What follows belongs to an exercise in optimizing a design on an open flow for small area; a production flow would make more cautious choices. Only simulation tests tie the RTL to the original design; equivalence was not proved. Power is estimated from default activity; no workload was simulated.

### flow/design.v
`timescale 1ns / 1ns
module hold_cell (
    input  wire ld,
    input  wire d,
    input  wire keep,
    input  wire q,
    output wire y
);
  assign y = (ld & d) | (keep & q);
endmodule
module aoi222_cell (
    input  wire a0,
    input  wire s0,
    input  wire a1,
    input  wire s1,
    input  wire a2,
    input  wire s2,
    output wire y
);
  assign y = ~((a0 & s0) | (a1 & s1) | (a2 & s2));
endmodule
module nand2_cell (
    input  wire a,
    input  wire b,
    output wire y
);
  assign y = ~(a & b);
endmodule
module nand3_cell (
    input  wire a,
    input  wire b,
    input  wire c,
    output wire y
);
  assign y = ~(a & b & c);
endmodule
module nand4_cell (
    input  wire a,
    input  wire b,
    input  wire c,
    input  wire d,
    output wire y
);
  assign y = ~(a & b & c & d);
endmodule
module sel32 (
    input  wire [31:0] d,
    input  wire [31:0] s,
    output wire [2:0]  y
);
  wire [10:0] t;
  genvar g;
  generate
    for (g = 0; g < 10; g = g + 1) begin : g_a
      aoi222_cell u (
          .a0(d[3*g]), .s0(s[3*g]), .a1(d[3*g+1]), .s1(s[3*g+1]),
          .a2(d[3*g+2]), .s2(s[3*g+2]), .y(t[g]));
    end
  endgenerate
  nand2_cell u_n30 (.a(d[30]), .b(s[30]), .y(t[10]));
  wire t31;
  nand2_cell u_n31 (.a(d[31]), .b(s[31]), .y(t31));
  nand4_cell u_o0 (.a(t[0]), .b(t[1]), .c(t[2]), .d(t[3]), .y(y[0]));
  nand4_cell u_o1 (.a(t[4]), .b(t[5]), .c(t[6]), .d(t[7]), .y(y[1]));
  nand4_cell u_o2 (.a(t[8]), .b(t[9]), .c(t[10]), .d(t31), .y(y[2]));
endmodule
module sel16 (
    input  wire [15:0] d,
    input  wire [15:0] s,
    output wire [1:0]  y
);
  wire [5:0] t;
  genvar g;
  generate
    for (g = 0; g < 5; g = g + 1) begin : g_a
      aoi222_cell u (
          .a0(d[3*g]), .s0(s[3*g]), .a1(d[3*g+1]), .s1(s[3*g+1]),
          .a2(d[3*g+2]), .s2(s[3*g+2]), .y(t[g]));
    end
  endgenerate
  nand2_cell u_n15 (.a(d[15]), .b(s[15]), .y(t[5]));
  nand3_cell u_o0 (.a(t[0]), .b(t[1]), .c(t[2]), .y(y[0]));
  nand3_cell u_o1 (.a(t[3]), .b(t[4]), .c(t[5]), .y(y[1]));
endmodule
`timescale 1ns / 1ns
`default_nettype none
module top_module (
    input wire clk,
    input wire reset,
    output wire [31:0] mem_pc,
    input wire [31:0] inst
);
  wire [3:0] cond = inst[31:28];
  wire [1:0] op = inst[27:26];
  wire [5:0] funct = inst[25:20];
  wire [3:0] rn = inst[19:16];
  wire [3:0] rd = inst[15:12];
  wire [3:0] rm = inst[3:0];
  reg [31:0] pc;
  reg [31:0] regs[0:14];
  reg [31:0] mem[0:31];
  assign mem_pc = pc;
  reg ex;
  always @(*) begin
    case (cond)
      4'b0001, 4'b0011, 4'b0101, 4'b0111, 4'b1001, 4'b1010, 4'b1100, 4'b1110: ex = 1'b1;
      default: ex = 1'b0;
    endcase
  end
  wire [28:0] pc_hi_inc = pc[31:3] + 29'd1;
  wire [31:0] pc8 = {pc_hi_inc, pc[2:0]};
  wire [3:0] bsel = op[0] ? rd : rm;
  wire [15:0] sa, sb;
  genvar i, j;
  generate
    for (i = 0; i < 15; i = i + 1) begin : g_sel
      assign sa[i] = !op[1] && rn == i;
      assign sb[i] = bsel == i;
    end
  endgenerate
  assign sa[15] = op[1] || rn == 4'd15;
  assign sb[15] = bsel == 4'd15;
  wire [31:0] ra, rb;
  generate
    for (j = 0; j < 32; j = j + 1) begin : g_rd
      wire [15:0] col;
      for (i = 0; i < 15; i = i + 1) begin : g_c
        assign col[i] = regs[i][j];
      end
      assign col[15] = pc8[j];
      wire [1:0] ya, yb;
      sel16 u_a (.d(col), .s(sa), .y(ya));
      sel16 u_b (.d(col), .s(sb), .y(yb));
      assign ra[j] = |ya;
      assign rb[j] = |yb;
    end
  endgenerate
  reg [31:0] imm;
  always @(*) begin
    case (op)
      2'b00:   imm = {{24{inst[7]}}, inst[7:0]};
      2'b01:   imm = {{20{inst[11]}}, inst[11:0]};
      default: imm = {{6{inst[23]}}, inst[23:0], 2'b00};
    endcase
  end
  wire use_rb = op == 2'b00 && !funct[5];
  wire [31:0] b = use_rb ? rb : imm;
  wire is_dp = op == 2'b00;
  wire do_sub = is_dp && funct[4:1] == 4'b0010;
  wire do_and = is_dp && funct[4:1] == 4'b0000;
  wire do_orr = is_dp && funct[4:1] == 4'b1100;
  wire [31:0] sum = ra + (do_sub ? ~b : b) + {31'd0, do_sub};
  wire [31:0] alu = do_and ? (ra & b) : do_orr ? (ra | b) : sum;
  wire in_range = alu[31:5] == 27'd0;
  wire [31:0] sm;
  generate
    for (i = 0; i < 32; i = i + 1) begin : g_msel
      assign sm[i] = alu[4:0] == i;
    end
  endgenerate
  wire [31:0] mraw;
  generate
    for (j = 0; j < 32; j = j + 1) begin : g_mrd
      wire [31:0] col;
      for (i = 0; i < 32; i = i + 1) begin : g_c
        assign col[i] = mem[i][j];
      end
      wire [2:0] y;
      sel32 u_m (.d(col), .s(sm), .y(y));
      assign mraw[j] = |y;
    end
  endgenerate
  wire [31:0] wval = op[0] ? (in_range ? mraw : 32'd0) : alu;
  wire is_ldr = op == 2'b01 && funct[0];
  wire is_str = op == 2'b01 && !funct[0];
  wire wr_res = ex && (is_dp || is_ldr);
  wire pc_we = (ex && op == 2'b10) || (wr_res && rd == 4'd15);
  wire reg_we = wr_res && rn != 4'd15 && rd != 4'd15;
  wire mem_we = ex && is_str && in_range;
  wire [31:0] pc4 = pc[2] ? {pc_hi_inc, 1'b0, pc[1:0]} : {pc[31:3], 1'b1, pc[1:0]};
  wire pc_ld = !reset && pc_we;
  wire pc_inc = !reset && !pc_we;
  wire [31:0] pc_nx;
  generate
    for (j = 0; j < 32; j = j + 1) begin : g_pc
      hold_cell u (.ld(pc_ld), .d(wval[j]), .keep(pc_inc), .q(pc4[j]), .y(pc_nx[j]));
    end
  endgenerate
  always @(posedge clk) pc <= pc_nx;
  generate
    for (i = 0; i < 15; i = i + 1) begin : g_reg
      wire w = reg_we && rd == i;
      wire ld = !reset && w;
      wire keep = !reset && !w;
      wire [31:0] nx;
      for (j = 0; j < 32; j = j + 1) begin : g_b
        hold_cell u (.ld(ld), .d(wval[j]), .keep(keep), .q(regs[i][j]), .y(nx[j]));
      end
      always @(posedge clk) regs[i] <= nx;
    end
  endgenerate
  generate
    for (i = 0; i < 32; i = i + 1) begin : g_mem
      wire w = mem_we && sm[i];
      wire ld = !reset && w;
      wire keep = !reset && !w;
      wire [31:0] nx;
      for (j = 0; j < 32; j = j + 1) begin : g_b
        hold_cell u (.ld(ld), .d(rb[j]), .keep(keep), .q(mem[i][j]), .y(nx[j]));
      end
      always @(posedge clk) mem[i] <= nx;
    end
  endgenerate
endmodule
`default_nettype wire
### flow/run.sh
#!/bin/bash
# synth_recipe.tcl (not shown) runs the flow's synth.tcl, then flattens the netlist and writes it again
# the make line also repeats each setting of config.mk as NAME=value (left out here)
make -C /OpenROAD-flow-scripts/flow DESIGN_CONFIG=/design/flow/config.mk WORK_HOME=/design/flow/orfs CLKGATE_MAP_FILE= SYNTH_SCRIPT=/design/flow/synth_recipe.tcl finish
### flow/config.mk
export PLATFORM = sky130hd
export DESIGN_NAME = top_module
export DESIGN_NICKNAME = top_module
export VERILOG_FILES = /design/flow/design.v
export SDC_FILE = /design/flow/constraint.sdc
export NUM_CORES = 4
export LEC_CHECK = 0
export CAP_MARGIN = 20
export CORE_MARGIN = 2
export CORE_UTILIZATION = 60
export SLEW_MARGIN = 20
export SYNTH_HIERARCHICAL = 1
export SYNTH_MINIMUM_KEEP_SIZE = 0
### flow/constraint.sdc
create_clock -name core_clock -period 12.0 [get_ports {clk}]
set_input_delay 2.4000 -clock core_clock [delete_from_list [all_inputs] [get_ports {clk}]]
set_output_delay 2.4000 -clock core_clock [all_outputs]
set_load 0.01 [all_outputs]
==> reports/summary.log, run 1 <==
qor: critical_path.critical_path.startpoint_type input port
qor: critical_path.worst_ep_required_time 12,690 ps
qor: placement.postPlaceCellArea 64,530 um^2
qor: sta.drv_slew 0
qor: sta.rsz0062_at_grt no
qor: sta.fin_crit_sh 91.70%
qor: synthesis.synth.top_cells.by_count a22o_1, dfxtp_1, a222oi_1
qor: synthesis.synth_nets 5,265
qor: floorplan.die-height 318.7 um
qor: cts.tritoncts_num_sinks 1,536
qor: synthesis.synthesis.area 59,440 um^2
qor: synthesis.netlist-cell-type-count 83
qor: placement.dp.final_hpwl 156,600 um
qor: run_status.run_status finished clean
qor: synthesis.number_of_storage_elements_in_the_synthesis_netlist 1,536
qor: synthesis.most_frequently_used_flop_master_after_synthesis dfxtp_1
qor: power_and_ir_drop.highest_ir_drop_seen_on_vdd 0.1581 mV
qor: power_and_ir_drop.power_leakage 26.13 nW
qor: sta.finalClockSkew 32.05 ps
qor: detailed_routing.first_pass_iteration_count_of_the_detailed_router 14
qor: synthesis.synth.largest_area_cell dfxtp_1
qor: cts.cts.root.buffer_cell clkbuf_16
qor: final_layout.final_net_count 5,696
qor: critical_path.critical_path_at 11,690 ps
qor: detailed_routing.avgViaCountPerCell 8.081
qor: global_route.grt_max_degree 79
qor: floorplan.start_util 60.48%
qor: global_route.global_route.overflow_total 0
qor: global_route.grt.total_usage 48.02%
qor: final_layout.final_cell_area 69,870 um^2
qor: detailed_routing.drcViolationCount 0
qor: floorplan.die_width 318.7 um
qor: placement.port_buffers 65
qor: cts.clock_tree.htree_level_count 4
qor: sta.hold_violations 0
qor: cts.clk_transition_reported_paths 60 ps
qor: cts.cts_tree done
qor: power_and_ir_drop.power.density 157.1 nW/um^2
qor: sta.setup_viol 0
qor: global_route.grt_busiest_layer met2
qor: critical_path.cp_slowest_stage_delay 1160 ps
qor: synthesis.post_synth_main_area_contributors dfxtp_1, a22o_1, a222oi_1
qor: sta.post-route-worst-setup-slack 995.5 ps
qor: critical_path.critical_path.endpoint_type flop
qor: placement.placement.setup.worst_slack 724.0 ps
qor: detailed_routing.ant_nets 0
qor: synthesis.syn_area_per_cell 11.43 um^2
qor: final_layout.syn_to_final_growth 17.56%
qor: detailed_routing.drt_iter0_markers 12,777
qor: synthesis.asyncSetResetFlopFracSynth 0%
qor: global_route.grt_pass1_vias 52,513
qor: floorplan.num_rows 115
qor: synthesis.synth_most_common_cell a22o_1
qor: placement.gp_routability_congestion 1.052
qor: sta.max_freq 0.09087 GHz
qor: synthesis.synth-edff-count 0
qor: global_route.antenna_found_initial 21
qor: global_route.global_route_met3_utilization 17.41%
qor: global_route.grt_util_met1 60.37%
qor: critical_path.timing_worst_setup_path_type in2reg
qor: critical_path.path_max_fanout 24
qor: sta.worst_slew_pin_slew 1307 ps
qor: floorplan.floorplan.core_area 98,280 um^2
qor: final_layout.fillCellCount 7,217
qor: synthesis.netlist_instances 5,199
qor: detailed_routing.route.detailed.wl_per_inst 36.12 um
qor: power_and_ir_drop.power.total 10.98 mW
qor: sta.timing.setup.tns 0 ps
qor: cts.cts_setup_buffers 0
qor: cts.worstSkewPairLatency 810 ps
qor: sta.slew_headroom 12.51%
qor: flow_run.maxCapViolCount 0
qor: sta.final_period_minus_worst_setup_slack 11,000 ps
qor: cts.tritoncts.num_buffers 152
qor: synthesis.synth_seq_area_share 51.74%
qor: global_route.grt_use_met2 67.47%
qor: synthesis.proportion_of_netlist_area_held_by_the_largest_area_contributor 51.74%
qor: detailed_routing.total_number_of_vias 56,892
qor: critical_path.crit_slowest_cell nor3_2
qor: detailed_routing.finalWirelength 254,300 um
qor: cts.largest_buffer_count_on_any_clock_path 3
qor: cts.post_cts_resize_count 0
qor: final_layout.layout_cells_sized_above_1 13.61%
qor: final_layout.fin_util 71.10%
qor: floorplan.dieArea 101,600 um^2
qor: floorplan.ios 66
qor: hold_path.holdCritPathClass reg2reg
qor: global_route.grt_first_pass_wirelength 366,900 um
qor: cts.ctsHoldBuffers 0
qor: synthesis.number_of_warnings_issued_by_yosys 11
[critical path, delay by kind of cell]
family,cells,cell delay (ps)
buffers and inverters,3,1260
adders and majority gates,1,320
AOI/OAI and AO/OA,9,3420
and+or+nand+nor,11,3940
xor gates and xnor gates,1,320
[modules after synthesis, one instance, submodules excluded, excerpt]
module / times used / flops+latches
aoi222_cell: 640 / 0
hold_cell: 1536 / 0
nand2_cell: 128 / 0
nand3_cell: 128 / 0
nand4_cell: 96 / 0
top_module: 1 / 1536
[final cells by class]
class / instances / area [um^2] / share of cell area, %
clock inverters: 56 / 819.5 / 1.173
diodes: 1 / 2.502 / 0.003581
flip-flops and latches: 1536 / 30750 / 44.01
inverters: 24 / 90.09 / 0.1289
clock buffers: 220 / 4389 / 6.282
multi-input cells: 3551 / 29180 / 41.76
repair buffers: 365 / 3030 / 4.337
well taps: 1287 / 1610 / 2.305
[path summary, 6_finish.rpt]
check / from / cells past startpoint / end / slack, ps
max: inst[12] / 25 / regs[11][14] / 1000
min: mem[16][12] / 1 / mem[16][12] / 470
max reg2reg: pc[3] / 29 / mem[20][10] / 2520
min reg2reg: mem[16][12] / 1 / mem[16][12] / 470
[power breakdown]
group	internal, mW	total (mW)	leakage [nW]	switching (mW)
clock	2.83	4.95	2.56	2.12
sequential	5.11	5.13	12.4	0.0165
combinational	0.214	0.896	11.2	0.681
[placed cells by master, fill, tap and decap left out, types with 63 or more instances in the layout]
master	n
a21oi_1	66
buf_4	289
clkbuf_16	152
a22o_1	1539
nand3_1	150
a222oi_1	640
xnor2_1	74
nand2_1	244
clkdlybuf4s50_1	63
nand4_1	113
dfxtp_1	1536
nor2_1	69
[logic make-up (layout without fill, tap and decap cells)]
logic type / Yosys count / count (layout) / synth area share, %
multiplexers: 15 / 15 / 0.2610
other: 0 / 1 / 0
buffers and inverters: 112 / 665 / 0.8168
adder cells (fa/ha/maj): 32 / 32 / 0.6863
AND/OR/NAND/NOR: 892 / 892 / 7.488
flip-flops: 1536 / 1536 / 51.74
XOR/XNOR: 105 / 105 / 1.547
AO/OA/AOI/OAI: 2507 / 2507 / 37.47
[stage by stage]
stage | hold WS, ps | instances
after global placement | 451.2 | 6754
final | 470.0 | 7040
after CTS | 472.6 | 7033
after detailed placement | 452.3 | 6757
after global routing | 474.0 | 7039
after floorplan | 439.1 | 5199
[sequential cells by signal, summed over array words and instances (netlist names)]
signal,cells
mem,1024
pc,32
regs,480
[per-layer routing]
| metal | vias up | wire [um] |
|---|---|---|
| met3 | 1044 | 38710 |
| met4 | 22 | 23090 |
| met5 | - | 134 |
| met2 | 4797 | 102800 |
| li1 | 23461 | - |
| met1 | 27568 | 89480 |
==> run 2, diff against run 1 <==
--- a/flow/design.v
+++ b/flow/design.v
@@ -83,2 +83,107 @@
   nand3_cell u_o1 (.a(t[3]), .b(t[4]), .c(t[5]), .y(y[1]));
+endmodule
+module ha_cell (
+    input  wire a,
+    input  wire b,
+    output wire p,
+    output wire g
+);
+  assign p = a ^ b;
+  assign g = a & b;
+endmodule
+module ao21_cell (
+    input  wire a,
+    input  wire b,
+    input  wire c,
+    output wire y
+);
+  assign y = (a & b) | c;
+endmodule
+module xnor2_cell (
+    input  wire a,
+    input  wire b,
+    output wire y
+);
+  assign y = ~(a ^ b);
+endmodule
+module alu_bit (
+    input  wire p,
+    input  wire g,
+    input  wire c,
+    input  wire s_c,
+    input  wire s_p,
+    input  wire s_g,
+    output wire y
+);
+  wire nk;
+  aoi222_cell u_k (.a0(c), .s0(s_c), .a1(p), .s1(s_p), .a2(g), .s2(s_g), .y(nk));
+  xnor2_cell u_x (.a(p), .b(nk), .y(y));
+endmodule
+module alu4 (
+    input  wire [3:0] a,
+    input  wire [3:0] b,
+    input  wire       ci,
+    input  wire       s_c,
+    input  wire       s_p,
+    input  wire       s_g,
+    output wire [3:0] y,
+    output wire       gg,
+    output wire       pp
+);
+  wire [3:0] p, g;
+  genvar i;
+  generate
+    for (i = 0; i < 4; i = i + 1) begin : g_h
+      ha_cell u (.a(a[i]), .b(b[i]), .p(p[i]), .g(g[i]));
+    end
+  endgenerate
+  wire g1, g2;
+  ao21_cell u_g1 (.a(p[1]), .b(g[0]), .c(g[1]), .y(g1));
+  ao21_cell u_g2 (.a(p[2]), .b(g1), .c(g[2]), .y(g2));
+  ao21_cell u_g3 (.a(p[3]), .b(g2), .c(g[3]), .y(gg));
+  assign pp = &p;
+  wire [3:0] c;
+  assign c[0] = ci;
+  ao21_cell u_c1 (.a(p[0]), .b(c[0]), .c(g[0]), .y(c[1]));
+  ao21_cell u_c2 (.a(p[1]), .b(c[1]), .c(g[1]), .y(c[2]));
+  ao21_cell u_c3 (.a(p[2]), .b(c[2]), .c(g[2]), .y(c[3]));
+  generate
+    for (i = 0; i < 4; i = i + 1) begin : g_o
+      alu_bit u (.p(p[i]), .g(g[i]), .c(c[i]), .s_c(s_c), .s_p(s_p), .s_g(s_g), .y(y[i]));
+    end
+  endgenerate
+endmodule
+module alu32 (
+    input  wire [31:0] a,
+    input  wire [31:0] b,
+    input  wire        ci,
+    input  wire        s_c,
+    input  wire        s_p,
+    input  wire        s_g,
+    output wire [31:0] y
+);
+  wire [8:0] c;
+  assign c[0] = ci;
+  genvar k;
+  generate
+    for (k = 0; k < 8; k = k + 1) begin : g_s
+      wire gg, pp;
+      alu4 u (.a(a[4*k+:4]), .b(b[4*k+:4]), .ci(c[k]), .s_c(s_c), .s_p(s_p), .s_g(s_g),
+              .y(y[4*k+:4]), .gg(gg), .pp(pp));
+      ao21_cell u_c (.a(pp), .b(c[k]), .c(gg), .y(c[k+1]));
+    end
+  endgenerate
+endmodule
+module ao222_cell (
+    input  wire a0,
+    input  wire s0,
+    input  wire a1,
+    input  wire s1,
+    input  wire a2,
+    input  wire s2,
+    output wire y
+);
+  wire ny;
+  aoi222_cell u (.a0(a0), .s0(s0), .a1(a1), .s1(s1), .a2(a2), .s2(s2), .y(ny));
+  assign y = ~ny;
 endmodule
@@ -151,4 +256,5 @@
   wire do_orr = is_dp && funct[4:1] == 4'b1100;
-  wire [31:0] sum = ra + (do_sub ? ~b : b) + {31'd0, do_sub};
-  wire [31:0] alu = do_and ? (ra & b) : do_orr ? (ra | b) : sum;
+  wire [31:0] alu;
+  alu32 u_alu (.a(ra), .b(do_sub ? ~b : b), .ci(do_sub), .s_c(!do_and && !do_orr), .s_p(do_and),
+               .s_g(do_and || do_orr), .y(alu));
   wire in_range = alu[31:5] == 27'd0;
@@ -179,9 +285,14 @@
   wire mem_we = ex && is_str && in_range;
-  wire [31:0] pc4 = pc[2] ? {pc_hi_inc, 1'b0, pc[1:0]} : {pc[31:3], 1'b1, pc[1:0]};
   wire pc_ld = !reset && pc_we;
   wire pc_inc = !reset && !pc_we;
+  wire pc_inc_hi = pc_inc && pc[2];
+  wire pc_inc_lo = pc_inc && !pc[2];
   wire [31:0] pc_nx;
   generate
-    for (j = 0; j < 32; j = j + 1) begin : g_pc
-      hold_cell u (.ld(pc_ld), .d(wval[j]), .keep(pc_inc), .q(pc4[j]), .y(pc_nx[j]));
+    for (j = 3; j < 32; j = j + 1) begin : g_pc
+      ao222_cell u (.a0(wval[j]), .s0(pc_ld), .a1(pc_hi_inc[j-3]), .s1(pc_inc_hi), .a2(pc[j]),
+                    .s2(pc_inc_lo), .y(pc_nx[j]));
+    end
+    for (j = 0; j < 3; j = j + 1) begin : g_pcl
+      hold_cell u (.ld(pc_ld), .d(wval[j]), .keep(pc_inc), .q(j == 2 ? !pc[j] : pc[j]), .y(pc_nx[j]));
     end
--- a/flow/config.mk
+++ b/flow/config.mk
@@ -9,3 +9,6 @@
 export CORE_MARGIN = 2
-export CORE_UTILIZATION = 60
+export CORE_UTILIZATION = 70
+export CTS_BUF_LIST = sky130_fd_sc_hd__clkbuf_8
+export CTS_CLUSTER_DIAMETER = 60
+export CTS_CLUSTER_SIZE = 14
 export SLEW_MARGIN = 20
==> run 2 against run 1 <==
Power shrank 20%. Still clean. Sequential power is essentially flat. Clock skew grew 23 ps. Critical path depth up 2. Maximum frequency shrank 1.6%.
==> reports/summary.log, run 2 <==
qor: floorplan.die_width 291.9 um [-8.4%]
qor: cts.tritoncts.num_buffers 131 [-14%]
qor: cts.tritoncts_num_sinks 1,536 [unchanged]
qor: flow_run.maxCapViolCount 0 [unchanged]
qor: critical_path.cell_mode_on_critical_path buf_4
qor: detailed_routing.finalWirelength 238,900 um [-6.1%]
qor: cts.cts_tree done
qor: critical_path.timing.critical_path.max_delay_family simple AND/OR/NAND/NOR gates
qor: sta.max_freq 0.08938 GHz [-1.6%]
qor: cts.clock_tree.htree_level_count 4 [unchanged]
qor: sta.slew_headroom 17.59% [+5.1 points]
qor: final_layout.top_register mem
qor: cts.ctsHoldBuffers 0 [unchanged]
qor: synthesis.synth_nets 5,025 [-4.6%]
qor: floorplan.start_util 70.68% [+10 points]
qor: cts.cts.root.buffer_cell clkbuf_8
qor: final_layout.layout_cells_sized_above_1 11.85% [-1.8 points]
qor: synthesis.syn_area_per_cell 11.71 um^2 [+2.4%]
qor: final_layout.final_net_count 5,408 [-5.1%]
qor: detailed_routing.total_number_of_vias 55,669 [-2.1%]
qor: final_layout.fillCellCount 5,261 [-27%]
qor: final_layout.final_common_cell dfxtp_1
qor: synthesis.netlist_instances 4,958 [-4.6%]
qor: critical_path.critical_path.startpoint_type input port
qor: cts.worstSkewPairLatency 900 ps [+90 ps]
qor: synthesis.number_of_warnings_issued_by_yosys 11 [unchanged]
qor: sta.final_period_minus_worst_setup_slack 11,190 ps [+183.3 ps]
qor: sta.drv_slew 0 [unchanged]
qor: global_route.grt_pass1_vias 52,320 [-0.37%]
qor: global_route.antenna_found_initial 12 [-43%]
qor: cts.post_cts_resize_count 0 [unchanged]
qor: global_route.global_route.overflow_total 0 [unchanged]
qor: sta.fin_crit_sh 93.23% [+1.5 points]
qor: floorplan.floorplan.core_area 82,110 um^2 [-16%]
qor: hold_path.holdCritPathClass reg2reg
qor: global_route.grt_max_degree 71 [-10%]
qor: final_layout.syn_to_final_growth 12.16%
qor: cts.largest_buffer_count_on_any_clock_path 3 [unchanged]
qor: cts.cts_setup_buffers 0 [unchanged]
qor: detailed_routing.avgViaCountPerCell 8.642 [+6.9%]
qor: critical_path.crit_slowest_cell o22ai_2
qor: final_layout.mostFrequentLayoutCells dfxtp_1, a22o_1, a222oi_1, buf_4, nand2_1
qor: critical_path.worst_ep_required_time 12,800 ps [+110 ps]
qor: critical_path.reg2reg_slack 3420 ps [+900 ps]
qor: critical_path.timing_worst_setup_path_type in2reg
qor: run_status.run_status finished clean
qor: sta.worst_slew_pin_slew 1233 ps [-73.12 ps]
qor: sta.worst_hold_slack 477.0 ps [+6.943 ps]
qor: floorplan.die-height 291.9 um [-8.4%]
qor: placement.port_buffers 65 [unchanged]
qor: sta.rsz0062_at_grt no
qor: final_layout.largest_reg_flops 1,024 [unchanged]
qor: detailed_routing.drt_iter0_markers 13,591 [+6.4%]
qor: placement.gp_routability_congestion 1.066 [+1.3%]
qor: final_layout.largestRegisters mem (1024), regs (480), pc (32)
qor: floorplan.ios 66 [unchanged]
qor: synthesis.synthesis.area 58,040 um^2 [-2.3%]
qor: floorplan.dieArea 85,230 um^2 [-16%]
qor: power_and_ir_drop.power_leakage 24.54 nW [-6.1%]
qor: sta.finalClockSkew 55.13 ps [+23.08 ps]
qor: detailed_routing.route.detailed.wl_per_inst 37.08 um [+2.7%]
qor: sta.hold_violations 0 [unchanged]
qor: detailed_routing.drcViolationCount 0 [unchanged]
qor: sta.timing.setup.tns 0 ps [unchanged]
qor: critical_path.cp_slowest_stage_delay 900 ps [-260 ps]
qor: global_route.grt_first_pass_wirelength 344,500 um [-6.1%]
qor: cts.clk_transition_reported_paths 90 ps [+30 ps]
qor: detailed_routing.first_pass_iteration_count_of_the_detailed_router 17 [+3]
qor: power_and_ir_drop.highest_ir_drop_seen_on_vdd 0.1387 mV [-12%]
qor: power_and_ir_drop.power.density 134.5 nW/um^2 [-14%]
qor: sta.setup_viol 0 [unchanged]
qor: critical_path.critical_path_at 11,990 ps [+300 ps]
qor: placement.dp.final_hpwl 140,000 um [-11%]
qor: detailed_routing.ant_nets 0 [unchanged]
qor: critical_path.path_buf_inv 5 [+2]
qor: floorplan.num_rows 105 [-8.7%]
qor: global_route.grt.total_usage 53.65% [+5.6 points]
qor: critical_path.critical_path.endpoint_type flop
qor: critical_path.path_max_fanout 33 [+38%]
==> run 2: worst paths after layout <==
path,from,end,depth (start not counted)
max,inst[12],regs[14][2],27
min,mem[4][14],mem[4][14],1
max reg2reg,pc[3],pc[31],29
min reg2reg,mem[4][14],mem[4][14],1
==> run 2: stage by stage <==
| step | setup WS, ps | utilization [%] | cell area (um^2) | power, mW | std cells |
|---|---|---|---|---|---|
| floorplan | 1390 | - | 58040 | 5.603 | 4958 |
| global placement | 614.9 | 76.07 | 62460 | 5.990 | 6257 |
| detailed placement | 468.9 | 76.19 | 62560 | 5.999 | 6261 |
| CTS | 1343 | 78.72 | 64630 | 8.632 | 6420 |
| global route | 481.7 | 79.27 | 65090 | 8.901 | 6438 |
| finish | 812.2 | 79.28 | 65100 | 8.758 | 6442 |
==> run 2: cell type report <==
| class | instances | area, um^2 | share of cell area (%) |
|---|---|---|---|
| sequential | 1536 | 30750 | 47.24 |
| timing repair buffer | 303 | 2801 | 4.303 |
| tap | 1070 | 1339 | 2.057 |
| clock inverter | 24 | 219.0 | 0.3364 |
| inverter | 70 | 262.8 | 0.4036 |
| antenna | 5 | 12.51 | 0.01922 |
| clock buffer | 135 | 1858 | 2.854 |
| multi-input combinational | 3299 | 27860 | 42.79 |
==> run 2: routing by layer <==
metal | track usage, % | up-vias | wire (um)
met3 | 26.82 | 1286 | 44030
met1 | 64.68 | 26554 | 79810
met5 | 0.3971 | - | 255
met2 | 73.19 | 5414 | 92940
met4 | 39.56 | 20 | 21830
li1 | - | 22395 | -
==> run 2: power by group <==
part | switching (mW) | internal, mW
clock | 1.74 | 1.04
sequential | 0.0171 | 5.10
combinational | 0.661 | 0.190
total | 2.42 | 6.34
==> run 3, diff against run 2 <==
--- a/flow/config.mk
+++ b/flow/config.mk
@@ -10,5 +10,5 @@
 export CORE_UTILIZATION = 70
-export CTS_BUF_LIST = sky130_fd_sc_hd__clkbuf_8
+export CTS_BUF_LIST = sky130_fd_sc_hd__clkbuf_16
 export CTS_CLUSTER_DIAMETER = 60
-export CTS_CLUSTER_SIZE = 14
+export CTS_CLUSTER_SIZE = 24
 export SLEW_MARGIN = 20
==> run 3 against run 2 <==
Count of clock-buffer cells in the layout is 40 lower. Utilization up 1.5 points. Sequential share of layout area decreased by 0.86 points. Non-clock buffer count unchanged. Global-route usage rose by 0.66 points. Worst setup slack got worse by 190 ps. Largest cell class unchanged. Flip-flop and latch count is the same. Highest routed layer unchanged.
==> reports/summary.log, run 3 <==
qor: run_status.run_status finished clean
qor: floorplan.start_util 70.68% [unchanged]
qor: power_and_ir_drop.highest_ir_drop_seen_on_vdd 0.1408 mV [+1.5%]
qor: power_and_ir_drop.power_switching 2.672 mW [+10%]
qor: detailed_routing.drcViolationCount 0 [unchanged]
qor: synthesis.syn_area_per_cell 11.71 um^2 [unchanged]
qor: final_layout.top_register mem
qor: critical_path.worstReg2RegEnd mem[22][14]
qor: cts.largest_buffer_count_on_any_clock_path 3 [unchanged]
qor: global_route.grt_pass1_vias 52,813 [+0.94%]
qor: sta.finalClockSkew 61.71 ps [+6.581 ps]
qor: critical_path.rr_worst_depth 27 [-6.9%]
qor: hold_path.whs_path_depth 1 [unchanged]
qor: hold_path.worst_hold_path.endpoint mem[14][27]
qor: power_and_ir_drop.clockPowerShare 37.7% [+5.9 points]
qor: synthesis.netlist_instances 4,958 [unchanged]
qor: placement.port_buffers 65 [unchanged]
qor: synthesis.synthesis.area 58,040 um^2 [unchanged]
qor: floorplan.ios 66 [unchanged]
qor: final_layout.final_cell_area 66,310 um^2 [+1.9%]
qor: hold_path.holdCritPathClass reg2reg
qor: sta.max_freq 0.08790 GHz [-1.7%]
qor: cts.post_cts_resize_count 0 [unchanged]
qor: detailed_routing.first_pass_iteration_count_of_the_detailed_router 17 [unchanged]
qor: global_route.global_route.overflow_total 0 [unchanged]
qor: sta.final_period_minus_worst_setup_slack 11,380 ps [+189.2 ps]
qor: sta.drv_slew 0 [unchanged]
qor: sta.setup_viol 0 [unchanged]
qor: detailed_routing.drt_iter0_markers 13,653 [+0.46%]
qor: critical_path.reg2reg_slack 3480 ps [+60 ps]
qor: floorplan.die-height 291.9 um [unchanged]
qor: sta.worst_hold_slack 476.8 ps [-0.1970 ps]
qor: cts.clk_transition_reported_paths 90 ps [about the same]
qor: global_route.antenna_found_initial 17 [+5]
qor: detailed_routing.route.detailed.wl_per_inst 37.75 um [+1.8%]
qor: critical_path.critical_path.startpoint_type input port
qor: flow_run.maxCapViolCount 0 [unchanged]
qor: cts.cts_setup_buffers 0 [unchanged]
qor: synthesis.synth_nets 5,025 [unchanged]
qor: placement.gp_routability_congestion 1.066 [unchanged]
qor: critical_path.critical_path.endpoint_type flop
qor: final_layout.sequential_cell_area 30,750 um^2 [unchanged]
qor: global_route.grt_max_degree 71 [unchanged]
qor: floorplan.die_width 291.9 um [unchanged]
qor: final_layout.final_net_count 5,372 [-0.67%]
qor: power_and_ir_drop.sw_frac_of_total 27.85% [+0.22 points]
qor: floorplan.floorplan.core_area 82,110 um^2 [unchanged]
qor: final_layout.largestRegisters mem (1024), regs (480), pc (32)
qor: detailed_routing.ant_nets 0 [unchanged]
qor: cts.cts_tree done
qor: final_layout.syn_to_final_growth 14.25%
qor: floorplan.num_rows 105 [unchanged]
qor: critical_path.timing_worst_setup_path_type in2reg
qor: final_layout.instances_no_fill 6,449 [+0.11%]
qor: placement.dp.final_hpwl 140,000 um [unchanged]
qor: sta.timing.setup.tns 0 ps [unchanged]
qor: global_route.grt_first_pass_wirelength 349,800 um [+1.5%]
qor: detailed_routing.finalWirelength 243,500 um [+1.9%]
qor: placement.placed_cells_incl_taps 6,261 [unchanged]
qor: final_layout.layout_cells_sized_above_1 11.82% [-0.030 points]
qor: floorplan.dieArea 85,230 um^2 [unchanged]
qor: cts.ctsHoldBuffers 0 [unchanged]
qor: global_route.grt.total_usage 54.32% [+0.66 points]
qor: sta.rsz0062_at_grt no
qor: critical_path.path_max_fanout 33 [unchanged]
qor: cts.cts.root.buffer_cell clkbuf_16
qor: power_and_ir_drop.p_int 6.921 mW [+9.2%]
qor: power_and_ir_drop.power.density 144.7 nW/um^2 [+7.5%]
qor: placement.postPlaceCellArea 62,560 um^2 [unchanged]
qor: power_and_ir_drop.comb_power_share 9.0% [-0.7 points]
qor: final_layout.largest_reg_flops 1,024 [unchanged]
qor: critical_path.worst_ep_required_time 12,660 ps [-140 ps]
qor: final_layout.final_common_cell dfxtp_1
qor: final_layout.fillCellCount 5,028 [-4.4%]
qor: cts.clock_tree.htree_level_count 3 [-1]
qor: final_layout.multi_input_comb_area 27,870 um^2 [about the same]
qor: synthesis.number_of_warnings_issued_by_yosys 11 [unchanged]
qor: cts.worstSkewPairLatency 730 ps [-170 ps]
qor: power_and_ir_drop.p_seq_share 53.4% [-5.1 points]
qor: cts.tritoncts.num_buffers 95 [-27%]
qor: detailed_routing.total_number_of_vias 56,119 [+0.81%]
qor: critical_path.r2r_start pc[3]
qor: critical_path.critical_path_at 12,030 ps [+40 ps]
qor: hold_path.min_from mem[14][27]
qor: sta.fin_crit_sh 94.81% [+1.6 points]
qor: detailed_routing.avgViaCountPerCell 8.702 [+0.70%]
qor: final_layout.mostFrequentLayoutCells dfxtp_1, a22o_1, a222oi_1, buf_4, nand2_1
qor: sta.worst_slew_pin_slew 1256 ps [+22.36 ps]
qor: cts.tritoncts_num_sinks 1,536 [unchanged]
qor: sta.slew_headroom 16.28% [-1.3 points]
qor: sta.hold_violations 0 [unchanged]
qor: final_layout.fin_util 80.76% [+1.5 points]
qor: power_and_ir_drop.power_leakage 25.04 nW [+2.0%]
-- run 3: worst max-delay path: stages --
cell             delay (ps)
clkdlybuf4s50_1         640
nor2b_1                 170
buf_4                   190
a22oi_1                 230
nor2_2                  800
buf_4                   500
a222oi_1                150
nand3_1                 150
or2_2                   760
nor2_1                   80
a21oi_1                 190
xnor2_1                  90
ha_1                    400
a21o_1                  210
a21o_1                  150
a21o_1                  180
a222oi_1                470
xnor2_2                 200
buf_4                   470
nand2_1                 360
nor3_2                  930
buf_4                   460
a222oi_1                160
nand4_1                 160
o31ai_1                 260
o22ai_2                 910
a22o_1                  290
-- run 3: area by class of cell --
| cell class | count | area share (%) |
|---|---|---|
| well taps | 1070 | 2.019 |
| clock buffers | 95 | 3.585 |
| flip-flops and latches | 1536 | 46.37 |
| multi-input cells | 3299 | 42.02 |
| inverters | 70 | 0.3962 |
| diodes | 7 | 0.02642 |
| clock inverters | 69 | 1.334 |
| repair buffers | 303 | 4.244 |
-- run 3: how the worst max path moves through the flow --
| stage | endpoint | slack, ps | cells after the start | startpoint |
|---|---|---|---|---|
| 4_1_cts | mem[22][14] | 1110 | 31 | inst[14] |
| 5_1_grt | mem[22][14] | 340 | 33 | inst[12] |
| 3_3_place_gp | mem[1][13] | 610 | 31 | inst[12] |
| 3_5_place_dp | mem[22][5] | 470 | 31 | inst[14] |
| 2_1_floorplan | mem[16][0] | 1390 | 30 | inst[27] |
| 6_report | regs[5][2] | 620 | 27 | inst[12] |
-- run 3: layer usage --
layer  wire [um]  share of wire [%]  GRT usage (%)
met4       22510                9.2          39.20
met3       45190                 19          27.23
met2       95080                 39          74.43
met5          98              0.040         0.3971
met1       80600                 33          65.49
-- run 3: metrics by stage --
| stage | setup WS [ps] | power [mW] |
|---|---|---|
| after floorplan | 1390 | 5.603 |
| after global placement | 614.9 | 5.990 |
| after detailed placement | 468.9 | 5.999 |
| after CTS | 1113 | 9.461 |
| after global routing | 337.2 | 9.734 |
| final | 623.0 | 9.592 |
-- run 3: power groups by stage --
stage / sequential [mW] / combinational, mW / clock (mW)
2_1_floorplan: 5.24 / 0.367 / 0
3_3_place_gp: 5.24 / 0.751 / 0
3_5_place_dp: 5.24 / 0.760 / 0
4_1_cts: 5.12 / 0.765 / 3.58
5_1_grt: 5.12 / 0.846 / 3.76
6_report: 5.12 / 0.860 / 3.61
==> run 4, diff against run 3 <==
--- a/flow/config.mk
+++ b/flow/config.mk
@@ -10,5 +10,5 @@
 export CORE_UTILIZATION = 70
-export CTS_BUF_LIST = sky130_fd_sc_hd__clkbuf_16
-export CTS_CLUSTER_DIAMETER = 60
-export CTS_CLUSTER_SIZE = 24
+export CTS_BUF_LIST = sky130_fd_sc_hd__clkbuf_8
+export CTS_CLUSTER_DIAMETER = 80
+export CTS_CLUSTER_SIZE = 16
 export SLEW_MARGIN = 20
==> run 4 against run 3 <==
Still clean on timing, DRC and antenna. Synthesized cell count unchanged. Worst setup slack improved by 160 ps. Register-to-register slack improved by 20 ps. Combinational power decreased by 0.7%. Global-route usage decreased by 0.96 points. Maximum frequency increased by 1.4%. Die area unchanged. Synthesized area unchanged. Critical path depth increased by 6. Count of clock-buffer cells in the layout increased by 14. Flip-flop and latch count unchanged. Wire length decreased by 1.9%. Critical endpoint is now pc[31].
==> reports/summary.log, run 4 <==
qor: sta.timing.setup.tns 0 ps [unchanged]
qor: cts.cts.root.buffer_cell clkbuf_8
qor: detailed_routing.ant_nets 0 [unchanged]
qor: critical_path.critical_path.endpoint_type flop
qor: floorplan.floorplan.core_area 82,110 um^2 [unchanged]
qor: final_layout.final_net_count 5,386 [+0.26%]
qor: critical_path.r2r_start pc[3]
qor: critical_path.critical_path_at 11,980 ps [-50 ps]
qor: critical_path.timing_worst_setup_path_type in2reg
qor: final_layout.final_common_cell dfxtp_1
qor: critical_path.cp_slowest_stage_delay 1080 ps [+150 ps]
qor: synthesis.number_of_warnings_issued_by_yosys 11 [unchanged]
qor: global_route.grt_pass1_vias 52,069 [-1.4%]
qor: sta.fin_crit_sh 93.48% [-1.3 points]
qor: final_layout.largest_reg_flops 1,024 [unchanged]
qor: cts.largest_buffer_count_on_any_clock_path 3 [unchanged]
qor: critical_path.crit_slowest_cell o22ai_2
qor: power_and_ir_drop.highest_ir_drop_seen_on_vdd 0.1200 mV [-15%]
qor: detailed_routing.drt_iter0_markers 13,038 [-4.5%]
qor: synthesis.synth_nets 5,025 [unchanged]
qor: floorplan.dieArea 85,230 um^2 [unchanged]
qor: cts.post_cts_resize_count 0 [unchanged]
qor: power_and_ir_drop.power.density 130.4 nW/um^2 [-9.9%]
qor: placement.placement.setup.worst_slack 468.9 ps [unchanged]
qor: detailed_routing.avgViaCountPerCell 8.626 [-0.88%]
qor: critical_path.path_max_fanout 33 [unchanged]
qor: placement.gp_routability_congestion 1.066 [unchanged]
qor: hold_path.min_from mem[7][27]
qor: detailed_routing.total_number_of_vias 55,265 [-1.5%]
qor: flow_run.maxCapViolCount 0 [unchanged]
qor: placement.dp.final_hpwl 140,000 um [unchanged]
qor: detailed_routing.first_pass_iteration_count_of_the_detailed_router 20 [+3]
qor: synthesis.synthesis.area 58,040 um^2 [unchanged]
qor: sta.setup_viol 0 [unchanged]
qor: sta.post-route-worst-setup-slack 782.4 ps [+159.4 ps]
qor: cts.cts_setup_buffers 0 [unchanged]
qor: critical_path.worstReg2RegEnd pc[31]
qor: cts.clk_transition_reported_paths 100 ps [about the same]
qor: floorplan.die-height 291.9 um [unchanged]
qor: global_route.grt_max_degree 71 [unchanged]
qor: critical_path.cell_mode_on_critical_path a21o_1
qor: global_route.grt.total_usage 53.36% [-0.96 points]
qor: cts.tritoncts_num_sinks 1,536 [unchanged]
qor: cts.tritoncts.num_buffers 108 [+14%]
qor: power_and_ir_drop.power_leakage 24.32 nW [-2.9%]
qor: final_layout.largestRegisters mem (1024), regs (480), pc (32)
qor: final_layout.layout_cells_sized_above_1 11.22% [-0.60 points]
qor: sta.hold_violations 0 [unchanged]
qor: global_route.global_route.overflow_total 0 [unchanged]
qor: cts.cts_tree done
qor: critical_path.rr_worst_depth 29 [+7.4%]
qor: critical_path.critical_path.startpoint_type input port
qor: cts.worstSkewPairLatency 860 ps [+130 ps]
qor: sta.drv_slew 0 [unchanged]
qor: sta.rsz0062_at_grt no
qor: floorplan.ios 66 [unchanged]
qor: power_and_ir_drop.power.total 8.436 mW [-12%]
qor: critical_path.setup.worst_path.start inst[12]
qor: detailed_routing.drcViolationCount 0 [unchanged]
qor: hold_path.whs_path_depth 1 [unchanged]
qor: floorplan.num_rows 105 [unchanged]
qor: critical_path.worst_ep_required_time 12,770 ps [+110 ps]
qor: synthesis.netlist_instances 4,958 [unchanged]
qor: sta.slew_headroom 13.77% [-2.5 points]
qor: floorplan.die_width 291.9 um [unchanged]
qor: final_layout.mostFrequentLayoutCells dfxtp_1, a22o_1, a222oi_1, buf_4, nand2_1
qor: hold_path.holdCritPathClass reg2reg
qor: run_status.run_status finished clean
qor: final_layout.syn_to_final_growth 11.48%
qor: cts.ctsHoldBuffers 0 [unchanged]
qor: cts.clock_tree.htree_level_count 3 [unchanged]
qor: placement.port_buffers 65 [unchanged]
qor: hold_path.worst_hold_path.endpoint mem[7][27]
qor: global_route.antenna_found_initial 27 [+10]
qor: sta.max_freq 0.08915 GHz [+1.4%]
qor: floorplan.start_util 70.68% [unchanged]
qor: final_layout.top_register mem
qor: detailed_routing.route.detailed.wl_per_inst 37.26 um [-1.3%]
qor: sta.finalClockSkew 80.04 ps [+18.33 ps]
qor: sta.final_period_minus_worst_setup_slack 11,220 ps [-159.4 ps]
qor: sta.worst_slew_pin_slew 1284 ps [+27.76 ps]
qor: synthesis.syn_area_per_cell 11.71 um^2 [unchanged]
qor: detailed_routing.finalWirelength 238,700 um [-1.9%]
qor: critical_path.reg2reg_slack 3500 ps [+20 ps]
qor: global_route.grt_first_pass_wirelength 343,200 um [-1.9%]
[run 4: power breakdown]
part,switching (mW),internal (mW),leakage [nW]
clock,1.63,0.833,0.837
combinational,0.661,0.193,11.1
sequential,0.0168,5.11,12.4
[run 4: metal layers]
metal / vias up / wire, um / GRT usage [%] / share of wire [%]
met4: 30 / 21400 / 39.31 / 9.0
li1: 22323 / - / - / -
met2: 5344 / 93000 / 72.51 / 39
met1: 26388 / 79830 / 64.87 / 33
met5: - / 197 / 0.05672 / 0.083
met3: 1180 / 44310 / 26.25 / 19
[run 4: worst max path at each step]
stage,to,slack [ps],cells past startpoint
2_1_floorplan,mem[16][0],1390,30
3_3_place_gp,mem[1][13],610,31
3_5_place_dp,mem[22][5],470,31
4_1_cts,mem[22][5],1290,31
5_1_grt,mem[22][5],470,33
6_report,pc[31],780,33
[run 4: stage by stage]
| step | util [%] | std cells | instance area [um^2] | hold slack, ps |
|---|---|---|---|---|
| 2_1_floorplan | - | 4958 | 58040 | 439.1 |
| 3_3_place_gp | 76.07 | 6257 | 62460 | 451.1 |
| 3_5_place_dp | 76.19 | 6261 | 62560 | 452.2 |
| 4_1_cts | 78.16 | 6380 | 64170 | 480.4 |
| 5_1_grt | 78.78 | 6401 | 64680 | 490.7 |
| 6_report | 78.80 | 6407 | 64700 | 477.8 |
[run 4: area by class of cell]
class                      count  area [um^2]
tap                         1070         1339
clock buffer                 109         1500
sequential                  1536        30750
fill                        5354        17410
antenna                        9        22.52
timing repair buffer         304         2854
inverter                      70        262.8
clock inverter                10        116.4
multi-input combinational   3299        27860
[run 4: critical path, delay by kind of cell]
kind | cells | cell delay [ps]
adder cells (fa/ha/maj) | 1 | 380
AND/OR/NAND/NOR | 8 | 3050
AO/OA/AOI/OAI | 18 | 4400
buffers and inverters | 4 | 1420
XOR/XNOR | 2 | 250
==> run 5, diff against run 4 <==
--- a/flow/design.v
+++ b/flow/design.v
@@ -66,2 +66,10 @@
 endmodule
+module and3_cell (
+    input  wire a,
+    input  wire b,
+    input  wire c,
+    output wire y
+);
+  assign y = a & b & c;
+endmodule
 module sel16 (
@@ -69,3 +77,3 @@
     input  wire [15:0] s,
-    output wire [1:0]  y
+    output wire        y
 );
@@ -81,4 +89,5 @@
   nand2_cell u_n15 (.a(d[15]), .b(s[15]), .y(t[5]));
-  nand3_cell u_o0 (.a(t[0]), .b(t[1]), .c(t[2]), .y(y[0]));
-  nand3_cell u_o1 (.a(t[3]), .b(t[4]), .c(t[5]), .y(y[1]));
+  wire u;
+  and3_cell u_a (.a(t[0]), .b(t[1]), .c(t[2]), .y(u));
+  nand4_cell u_o (.a(t[3]), .b(t[4]), .c(t[5]), .d(u), .y(y));
 endmodule
@@ -235,7 +244,4 @@
       assign col[15] = pc8[j];
-      wire [1:0] ya, yb;
-      sel16 u_a (.d(col), .s(sa), .y(ya));
-      sel16 u_b (.d(col), .s(sb), .y(yb));
-      assign ra[j] = |ya;
-      assign rb[j] = |yb;
+      sel16 u_a (.d(col), .s(sa), .y(ra[j]));
+      sel16 u_b (.d(col), .s(sb), .y(rb[j]));
     end
==> run 5 against run 4 <==
Via count grew 2.0%. First-iteration DRC count grew 11%. Global-route usage rose by 1.4 points. Hold slack gained 1.4 ps. Register-to-register slack got worse by 310 ps. Sequential share of layout area rose by 0.47 points. Critical path type unchanged.
==> reports/summary.log, run 5 <==
qor: synthesis.netlist_instances 4,890 [-1.4%]
qor: final_layout.largestRegisters mem (1024), regs (480), pc (32)
qor: final_layout.largest_reg_flops 1,024 [unchanged]
qor: final_layout.final_net_count 5,317 [-1.3%]
qor: detailed_routing.route.detailed.wl_per_inst 38.45 um [+3.2%]
qor: detailed_routing.finalWirelength 243,700 um [+2.1%]
qor: final_layout.fin_util 78.15% [-0.65 points]
qor: sta.worst_slew_pin_slew 1251 ps [-32.64 ps]
qor: floorplan.die-height 291.5 um [-0.15%]
qor: synthesis.synthesis.area 57,860 um^2 [-0.31%]
qor: detailed_routing.drcViolationCount 0 [unchanged]
qor: critical_path.cp_slowest_stage_delay 810 ps [-270 ps]
qor: global_route.grt_busiest_layer met2
qor: placement.placed_cells_incl_taps 6,206 [-0.88%]
qor: final_layout.layout_cells_sized_above_1 10.23% [-0.99 points]
qor: power_and_ir_drop.power_leakage 23.39 nW [-3.9%]
qor: global_route.global_route.overflow_total 0 [unchanged]
qor: sta.drv_slew 0 [unchanged]
qor: power_and_ir_drop.comb_power_share 9.2% [-0.9 points]
qor: floorplan.num_rows 105 [unchanged]
qor: final_layout.final_common_cell dfxtp_1
qor: placement.port_buffers 65 [unchanged]
qor: floorplan.floorplan.core_area 81,980 um^2 [-0.16%]
qor: critical_path.timing_worst_setup_path_type in2reg
qor: cts.cts_tree done
qor: global_route.grt_use_met2 73.25% [+0.73 points]
qor: power_and_ir_drop.clockPowerShare 29.3% [about the same]
qor: cts.cts.root.buffer_cell clkbuf_8
qor: final_layout.syn_to_final_growth 10.73%
qor: synthesis.syn_area_per_cell 11.83 um^2 [+1.1%]
qor: floorplan.dieArea 84,970 um^2 [-0.31%]
qor: global_route.grt_first_pass_wirelength 352,600 um [+2.8%]
qor: sta.rsz0062_at_grt no
qor: cts.worstSkewPairLatency 880 ps [+20 ps]
qor: cts.cts_setup_buffers 0 [unchanged]
qor: cts.largest_buffer_count_on_any_clock_path 3 [unchanged]
qor: power_and_ir_drop.p_seq_share 61.5% [+0.8 points]
qor: flow_run.maxCapViolCount 0 [unchanged]
qor: final_layout.instances_no_fill 6,337 [-1.1%]
qor: detailed_routing.avgViaCountPerCell 8.898 [+3.2%]
qor: critical_path.critical_path.endpoint_type flop
qor: floorplan.die_width 291.5 um [-0.15%]
qor: cts.tritoncts_num_sinks 1,536 [unchanged]
qor: power_and_ir_drop.power.total 8.331 mW [-1.2%]
qor: run_status.run_status finished clean
qor: detailed_routing.ant_nets 0 [unchanged]
qor: cts.ctsHoldBuffers 0 [unchanged]
qor: power_and_ir_drop.p_int 6.076 mW [-0.89%]
qor: sta.timing.setup.tns 0 ps [unchanged]
qor: floorplan.start_util 70.58% [-0.11 points]
qor: detailed_routing.total_number_of_vias 56,386 [+2.0%]
qor: placement.dp.final_hpwl 142,500 um [+1.8%]
qor: global_route.grt_util_met1 66.86% [+2.0 points]
qor: global_route.global_route_met3_utilization 26.85% [+0.59 points]
qor: critical_path.path_max_fanout 33 [unchanged]
qor: cts.post_cts_resize_count 0 [unchanged]
qor: sta.fin_crit_sh 91.87% [-1.6 points]
qor: cts.clock_tree.htree_level_count 3 [unchanged]
qor: sta.hold_violations 0 [unchanged]
qor: critical_path.worst_ep_required_time 12,750 ps [-20 ps]
qor: global_route.grt_max_degree 53 [-25%]
qor: power_and_ir_drop.highest_ir_drop_seen_on_vdd 0.1342 mV [+12%]
qor: power_and_ir_drop.power_switching 2.255 mW [-2.2%]
qor: global_route.antenna_found_initial 23 [-15%]
qor: placement.gp_routability_congestion 1.063 [-0.22%]
qor: floorplan.ios 66 [unchanged]
qor: power_and_ir_drop.power.density 130.0 nW/um^2 [-0.27%]
qor: cts.clk_transition_reported_paths 90 ps [about the same]
qor: sta.finalClockSkew 72.58 ps [-7.459 ps]
qor: critical_path.critical_path_at 11,780 ps [-200 ps]
qor: sta.final_period_minus_worst_setup_slack 11,020 ps [-193.1 ps]
qor: final_layout.top_register mem
qor: detailed_routing.first_pass_iteration_count_of_the_detailed_router 23 [+15%]
qor: detailed_routing.drt_iter0_markers 14,522 [+11%]
qor: sta.setup_viol 0 [unchanged]
qor: critical_path.critical_path.startpoint_type input port
qor: hold_path.holdCritPathClass reg2reg
qor: sta.slew_headroom 16.42% [+2.6 points]
qor: global_route.grt_pass1_vias 53,569 [+2.9%]
qor: critical_path.cell_mode_on_critical_path a21o_1
qor: global_route.grt.total_usage 54.80% [+1.4 points]
qor: sta.max_freq 0.09071 GHz [+1.8%]
qor: synthesis.synth_nets 4,957 [-1.4%]
qor: synthesis.number_of_warnings_issued_by_yosys 11 [unchanged]
qor: critical_path.crit_slowest_cell nor2_2
qor: power_and_ir_drop.sw_frac_of_total 27.06% [-0.27 points]
qor: cts.tritoncts.num_buffers 106 [-1.9%]
qor: final_layout.mostFrequentLayoutCells dfxtp_1, a22o_1, a222oi_1, buf_4, nand4_1
[run 5: power groups by stage]
stage	Combinational, mW	Clock, mW	Sequential, mW
2_1_floorplan	0.343	0	5.23
4_1_cts	0.694	2.40	5.12
5_1_grt	0.760	2.59	5.12
6_report	0.770	2.44	5.12
3_5_place_dp	0.692	0	5.24
3_3_place_gp	0.685	0	5.24
[run 5: per-stage QoR]
step / instance area [um^2] / setup WS (ps) / hold WS (ps)
2_1_floorplan: 57860 / -234.9 / 439.1
6_report: 64070 / 975.5 / 479.2
3_5_place_dp: 62300 / 737.1 / 452.3
5_1_grt: 64050 / 944.0 / 485.3
3_3_place_gp: 62300 / 927.9 / 451.0
4_1_cts: 63860 / 1484 / 480.1
[run 5: area by class of cell]
| cell class | count | area (um^2) |
|---|---|---|
| clock inverters | 8 | 86.33 |
| clock buffers | 107 | 1473 |
| inverters | 70 | 262.8 |
| multi-input cells | 3229 | 27550 |
| well taps | 1070 | 1339 |
| fillers | 5385 | 17910 |
| repair buffers | 307 | 2577 |
| diodes | 10 | 25.02 |
| flip-flops and latches | 1536 | 30750 |
[run 5: path summary, 6_finish.rpt]
| path | cells after the start | start | slack (ps) | end |
|---|---|---|---|---|
| max reg2reg | 27 | pc[3] | 3190 | mem[27][16] |
| max | 31 | inst[12] | 980 | mem[27][16] |
| min reg2reg | 1 | mem[7][15] | 480 | mem[7][15] |
| min | 1 | mem[7][15] | 480 | mem[7][15] |
[run 5: critical path: cells and delay by family]
kind / cells / cell delay (ps)
fa+ha+maj: 1 / 380
xor+xnor: 2 / 330
compound gates: 16 / 3340
simple gates: 8 / 3240
buf+inv: 4 / 1990
[run 5: metal layers]
layer | wire (um) | vias to the layer above
li1 | - | 22194
met1 | 79720 | 26706
met2 | 93460 | 5850
met3 | 46280 | 1606
met4 | 23740 | 30
met5 | 455 | -
==> run 6, diff against run 5 <==
--- a/flow/config.mk
+++ b/flow/config.mk
@@ -11,4 +11,4 @@
 export CTS_BUF_LIST = sky130_fd_sc_hd__clkbuf_8
-export CTS_CLUSTER_DIAMETER = 80
-export CTS_CLUSTER_SIZE = 16
+export CTS_CLUSTER_DIAMETER = 60
+export CTS_CLUSTER_SIZE = 14
 export SLEW_MARGIN = 20
==> run 6 against run 5 <==
Largest power group unchanged. Non-clock buffer count increased by 3. Synthesized cell count did not move. Flip-flop and latch count stayed put. Clock skew is 24 ps lower. Still clean. Final cell count up 0.96%. Maximum frequency down 0.24%. Largest cell class unchanged. Worst setup slack got worse by 27 ps. Sequential power hardly changed.
==> reports/summary.log, run 6 <==
qor: run_status.run_status finished clean
qor: cts.cts_setup_buffers 0 [unchanged]
qor: sta.fin_crit_sh 92.10% [+0.22 points]
qor: critical_path.reg2reg_slack 3210 ps [+20 ps]
qor: critical_path.rr_worst_depth 27 [unchanged]
qor: placement.gp_routability_congestion 1.063 [unchanged]
qor: final_layout.final_common_cell dfxtp_1
qor: detailed_routing.route.detailed.wl_per_inst 38.28 um [-0.44%]
qor: cts.post_cts_resize_count 0 [unchanged]
qor: floorplan.die_width 291.5 um [unchanged]
qor: cts.tritoncts_num_sinks 1,536 [unchanged]
qor: sta.max_freq 0.09049 GHz [-0.24%]
qor: placement.postPlaceCellArea 62,300 um^2 [unchanged]
qor: critical_path.worst_ep_required_time 12,790 ps [+40 ps]
qor: global_route.grt_busiest_layer met2
qor: global_route.grt_max_degree 53 [unchanged]
qor: final_layout.syn_to_final_growth 11.85%
qor: cts.worstSkewPairLatency 910 ps [+30 ps]
qor: critical_path.worstReg2RegEnd mem[27][30]
qor: cts.largest_buffer_count_on_any_clock_path 3 [unchanged]
qor: power_and_ir_drop.power.total 8.720 mW [+4.7%]
qor: global_route.global_route.overflow_total 0 [unchanged]
qor: synthesis.synth_nets 4,957 [unchanged]
qor: final_layout.final_net_count 5,346 [+0.55%]
qor: global_route.grt.total_usage 55.33% [+0.53 points]
qor: sta.post-route-worst-setup-slack 948.5 ps [-26.98 ps]
qor: cts.clock_tree.htree_level_count 4 [+1]
qor: critical_path.critical_path.endpoint_type flop
qor: global_route.grt_first_pass_wirelength 355,000 um [+0.68%]
qor: critical_path.path_max_fanout 32 [-3.0%]
qor: synthesis.netlist_instances 4,890 [unchanged]
qor: global_route.antenna_found_initial 24 [+4.3%]
qor: final_layout.largestRegisters mem (1024), regs (480), pc (32)
qor: placement.placement.setup.worst_slack 737.1 ps [unchanged]
qor: floorplan.floorplan.core_area 81,980 um^2 [unchanged]
qor: sta.hold_violations 0 [unchanged]
qor: floorplan.num_rows 105 [unchanged]
qor: power_and_ir_drop.power_leakage 23.72 nW [+1.4%]
qor: cts.cts_tree done
qor: sta.final_period_minus_worst_setup_slack 11,050 ps [+26.98 ps]
qor: sta.drv_slew 0 [unchanged]
qor: sta.slew_headroom 15.23% [-1.2 points]
qor: detailed_routing.avgViaCountPerCell 8.838 [-0.68%]
qor: cts.ctsHoldBuffers 0 [unchanged]
qor: global_route.grt_use_met2 73.54% [+0.29 points]
qor: final_layout.top_register mem
qor: synthesis.syn_area_per_cell 11.83 um^2 [unchanged]
qor: power_and_ir_drop.highest_ir_drop_seen_on_vdd 0.1172 mV [-13%]
qor: sta.rsz0062_at_grt no
qor: global_route.grt_pass1_vias 53,831 [+0.49%]
qor: detailed_routing.ant_nets 0 [unchanged]
qor: cts.tritoncts.num_buffers 132 [+25%]
qor: sta.finalClockSkew 48.59 ps [-23.99 ps]
qor: floorplan.dieArea 84,970 um^2 [unchanged]
qor: cts.cts.root.buffer_cell clkbuf_8
qor: flow_run.maxCapViolCount 0 [unchanged]
qor: detailed_routing.finalWirelength 244,900 um [+0.52%]
qor: hold_path.holdCritPathClass reg2reg
qor: critical_path.critical_path.startpoint_type input port
qor: placement.port_buffers 65 [unchanged]
qor: final_layout.mostFrequentLayoutCells dfxtp_1, a22o_1, a222oi_1, buf_4, nand4_1
qor: placement.dp.final_hpwl 142,500 um [unchanged]
qor: detailed_routing.first_pass_iteration_count_of_the_detailed_router 22 [-4.3%]
qor: global_route.grt_util_met1 65.66% [-1.2 points]
qor: floorplan.ios 66 [unchanged]
qor: detailed_routing.drt_iter0_markers 14,228 [-2.0%]
qor: critical_path.r2r_start pc[3]
qor: power_and_ir_drop.power.density 134.7 nW/um^2 [+3.6%]
qor: synthesis.synthesis.area 57,860 um^2 [unchanged]
qor: critical_path.critical_path_at 11,840 ps [+60 ps]
qor: final_layout.largest_reg_flops 1,024 [unchanged]
qor: detailed_routing.drcViolationCount 0 [unchanged]
qor: critical_path.timing_worst_setup_path_type in2reg
qor: final_layout.layout_cells_sized_above_1 11.03% [+0.80 points]
qor: sta.worst_slew_pin_slew 1269 ps [+17.86 ps]
qor: sta.setup_viol 0 [unchanged]
qor: cts.clk_transition_reported_paths 90 ps [about the same]
qor: global_route.global_route_met3_utilization 30.98% [+4.1 points]
qor: floorplan.die-height 291.5 um [unchanged]
qor: sta.worst_hold_slack 476.3 ps [-2.924 ps]
qor: final_layout.final_cell_area 64,720 um^2 [+1.0%]
qor: floorplan.start_util 70.58% [unchanged]
qor: synthesis.number_of_warnings_issued_by_yosys 11 [unchanged]
qor: hold_path.whs_path_depth 1 [unchanged]
qor: hold_path.min_from mem[27][13]
qor: detailed_routing.total_number_of_vias 56,543 [+0.28%]
qor: hold_path.worst_hold_path.endpoint mem[27][13]
## run 6: worst max path at each step
stage / startpoint / endpoint / slack (ps) / cells after the start
after detailed placement: inst[12] / mem[27][17] / 740 / 31
after CTS: inst[12] / mem[27][30] / 1590 / 31
after global routing: inst[12] / mem[27][17] / 930 / 31
after floorplan: inst[27] / mem[21][0] / -230 / 27
final: inst[13] / pc[13] / 950 / 26
after global placement: inst[12] / mem[27][25] / 930 / 30
## run 6: final cells by class
class	count	area [um^2]
clock inverters	29	241.5
inverters	70	262.8
well taps	1070	1339
repair buffers	310	2638
diodes	16	40.04
flip-flops and latches	1536	30750
clock buffers	138	1899
fillers	5287	17260
multi-input cells	3229	27550
## run 6: critical path, stage by stage
cell             delay [ps]
clkdlybuf4s50_1         770
nor2b_1                 210
buf_4                   200
a21oi_1                 180
nor2_2                  750
buf_4                   480
a222oi_1                150
and3_1                  280
nand4_1                 140
a21oi_1                 110
xnor2_1                 190
ha_1                    430
a21o_1                  150
a222oi_1                100
xnor2_1                 930
inv_1                   340
nand2_1                 430
nor3_2                   80
buf_4                   270
a222oi_1                700
nand4_1                1030
o31ai_1                 640
o22ai_1                 120
buf_4                   240
a222oi_1                360
inv_1                    70
## run 6: per-stage QoR
step                TNS, ps  instances  util (%)
finish                    0       6398     78.94
global route              0       6389     78.91
CTS                       0       6373     78.61
detailed placement        0       6206     76.00
global placement          0       6206     76.00
floorplan            -30060       4890         -
## run 6: metal layers
layer | wire [um] | vias to the layer above
met1 | 80020 | 26816
met5 | 281 | -
met4 | 23440 | 22
met2 | 93930 | 5814
li1 | - | 22289
met3 | 47250 | 1602
## run 6: where the power goes
group | switching [mW] | leakage, nW | total [mW] | internal [mW]
clock | 1.76 | 1.12 | 2.83 | 1.07
sequential | 0.0154 | 12.4 | 5.12 | 5.10
combinational | 0.612 | 10.2 | 0.775 | 0.163

[what the ideal ports hide]
In the flow no input, the clock included, has a driving cell. The finished layouts below were timed again as built, in two steps. Step 1 sets driving cells, clkbuf_16 on the clock port and buf_2 on the other inputs (assumed; they add their load-dependent delay and slew). Step 2, shift: input delay + t, output delay - t, t = (earliest + latest rising clock arrival at the registers) / 2. This alone moves slack from input paths to output paths. a / b / c = ideal ports / drivers / drivers and shift; a / b = the first two.
run | t (ns) | setup slack, ns | cell pins on the clock port's net
run 1 | 0.867 | 0.995 / 1.037 / 0.170 | 1
run 2 | 0.947 | 0.812 / 0.839 / -0.108 | 1
run 3 | 0.774 | 0.623 / 0.642 / -0.133 | 1
run 4 | 0.889 | 0.782 / 0.799 / -0.090 | 1
run 5 | 0.916 | 0.976 / 0.907 / -0.009 | 1
run 6 | 0.956 | 0.949 / 0.901 / -0.055 | 1
With both steps, setup timing fails in 5 of these runs, where it was met with ideal ports. The setup slack of run 6, which loses most, moves by -0.048 ns with the drivers and by -1.004 ns with both steps.
